This design comes from an exercise in tuning for small area, a short achievable clock period and few clock cycles on the open sky130 flow, not from production work. In this exercise RTL edits were held to simulation tests only and were not proved equivalent to the original.

==> run a <==
// Viterbi
module Viterbi(
		input wire clock,
		input wire reset,
		input wire enable,
		input wire [1:0] Vinput,
		output reg outputValid,
		output reg Voutput
    );
Settings: LEC_CHECK=0, CAP_MARGIN=20, CORE_MARGIN=2, CORE_UTILIZATION=60, CTS_BUF_LIST=sky130_fd_sc_hd__clkbuf_8, CTS_CLUSTER_DIAMETER=45, CTS_CLUSTER_SIZE=18, PLACE_DENSITY=0.7, SLEW_MARGIN=20; clock period 500.0 ns.
standard.sh (not shown) runs the stock make flow with config.mk's settings and CLKGATE_MAP_FILE= SYNTH_SCRIPT=/design/flow/synth_recipe.tcl, a recipe that flattens the netlist after the stock synthesis.
==> flow/flow/run.sh <==
#!/bin/bash
# Own layout flow: the standard ORFS flow (standard.sh) with two changes:
#  * the ABC script that maps the combinational logic in synthesis is an
#    area-oriented one (flow/abc_area_map.script: structural choices + amap);
#    registers, their names and cell types come out of synthesis unchanged;
#  * clock tree synthesis inserts no dummy load cells.
# Each make/tool step writes its own log under orfs/logs; make's output goes
# to flow_make.log.
set -euo pipefail
work=$(pwd)
rm -rf "$work/orfs_scripts"
cp -r "$FLOW_HOME/scripts" "$work/orfs_scripts"
cp "$work/flow/abc_area_map.script" "$work/orfs_scripts/abc_speed.script"
export CTS_ARGS="-sink_clustering_enable -repair_clock_nets -sink_clustering_size 18 -sink_clustering_max_diameter 45 -buf_list sky130_fd_sc_hd__clkbuf_8 -dont_use_dummy_load"
bash "$work/standard.sh" SCRIPTS_DIR="$work/orfs_scripts" finish > "$work/flow_make.log" 2>&1
==> flow/flow/abc_area_map.script <==
strash
dch -f
amap
strash
dch -f
amap
topo
stime -c
buffer -c
dnsize -c
==> run b: changes against run a <==
--- a/flow/design.v
+++ b/flow/design.v
@@ -4,15 +4,15 @@
 		input wire reset,
 		input wire enable,
 		input wire [1:0] Vinput,
 		output reg outputValid,
 		output reg Voutput
     );
 	parameter N = 96;
-	localparam NC = N - 7;        
+	localparam NC = N - 6;        
 	localparam [63:0] LAB = {2'd3,2'd2,2'd0,2'd1,2'd0,2'd1,2'd3,2'd2,
 	                         2'd3,2'd2,2'd0,2'd1,2'd0,2'd1,2'd3,2'd2,
 	                         2'd1,2'd0,2'd2,2'd3,2'd2,2'd3,2'd1,2'd0,
 	                         2'd1,2'd0,2'd2,2'd3,2'd2,2'd3,2'd1,2'd0};  
 	reg rst_q, en_q;
 	reg [1:0] vin_q;
 	always @(posedge clock)
@@ -154,15 +154,15 @@
 		for(k = N - 1; k >= 6; k = k - 1)
 		begin
 			if(k == N - K - 1)
 			begin
 				Sup = S;
 				S = Smid;
 			end
-			col = (k == N - 1) ? newcol : surv[(k-6)*CW +: CW];
+			col = (k == N - 1) ? newcol : (k >= N - K) ? surv[(k-5)*CW +: CW] : surv[(k-6)*CW +: CW];
 			for(i = 0; i < 8; i = i + 1) h4[i] = S[1] ? col[3*(2*i+1) +: 3] : col[3*(2*i) +: 3];
 			for(i = 0; i < 4; i = i + 1) h3[i] = S[2] ? h4[2*i+1] : h4[2*i];
 			for(i = 0; i < 2; i = i + 1) h2[i] = S[3] ? h3[2*i+1] : h3[2*i];
 			w = S[4] ? h2[1] : h2[0];
 			x0 = (S[1] ^ col[48]) ? w[2] : (S[0] ? w[1] : w[0]);
 			x1 = (S[1] ^ col[48]) ? (S[0] ? w[1] : w[0]) : w[2];
 			p = S[5] ? x1 : x0;
@@ -183,16 +183,15 @@
 	begin
 		if(step)
 		begin
 			for(i = 0; i < 64; i = i + 1)
 				sm[i*5 +: 5] <= best[i];
 			if(full)
 			begin
-				if(cnt != N - 1)
-					surv <= {newcol, surv[CW*NC-1:CW]};
+				surv <= {newcol, surv[CW*NC-1:CW]};
 				min <= minNext;
 			end
 		end
 		if(rst_q)
 		begin
 			cnt <= 8'd0;
 			min <= 6'd0;
Settings changed: CORE_UTILIZATION 60 to 50, PLACE_DENSITY 0.7 to 0.6.
==> notes.md <==
|  | run b | run a |
|---|---|---|
| Status | timing/DRC/antenna clean | timing/DRC/antenna clean |
| Clock net sink count | 4776 | 4727 |
| Routed met3 length | 54.7 mm | 63.2 mm |
| CP Data Required Time | 500940 ps | 500980 ps |
| Global-route track usage on met3 | 0.0549 | 0.0637 |
| Reg2Reg Depth | 362 | 353 |
| Xor-xnor portion of the synthesized cell area | 0.000124 | 0.000208 |
| Via count of the routed design | 147000 | 147000 |
| Min cycle time layout | 102370 ps | 108430 ps |
| Rel. slew slack | 0.184 | 0.103 |
| Antenna cell count | 9 | 4 |
| Top fanout value on the critical path | 54 | 53 |
| Final worst-path cycle share | 0.205 | 0.217 |
| Slowest cell on the critical path | o32ai_1 | o21ai_0 |
Testbench counts of run a, summed over its fixed seeds: cycles 24,704.
Testbench counts of run b, summed over its fixed seeds: cycles 24,704.

## afterwards: timing with drivers on the ports
No port has a modelled driver above. Below, the same layouts with a new extraction and two added sets of constraints. Step 1, drivers: a clkbuf_16 drives clock and a buf_2 each remaining input, both assumed. Step 2, shift: input delay + t, output delay - t, t = (earliest + latest rising clock arrival at the registers) / 2. This alone moves slack from input paths to output paths. Slacks: no drivers / after step 1 / after step 2; pairs: no drivers / after step 1.
| run | t (ns) | setup WS [ns] | hold WS [ns] | clock arrival spread, ns | cell pins on the clock port's net |
|---|---|---|---|---|---|
| run a | 1.256 | 391.571 / 391.571 / 391.571 | 0.368 / 0.368 / 0.368 | 0.158 / 0.158 | 1 |
| run b | 1.318 | 397.630 / 397.630 / 397.630 | 0.365 / 0.365 / 0.365 | 0.174 / 0.174 | 1 |
After both steps every run listed still meets setup and hold.
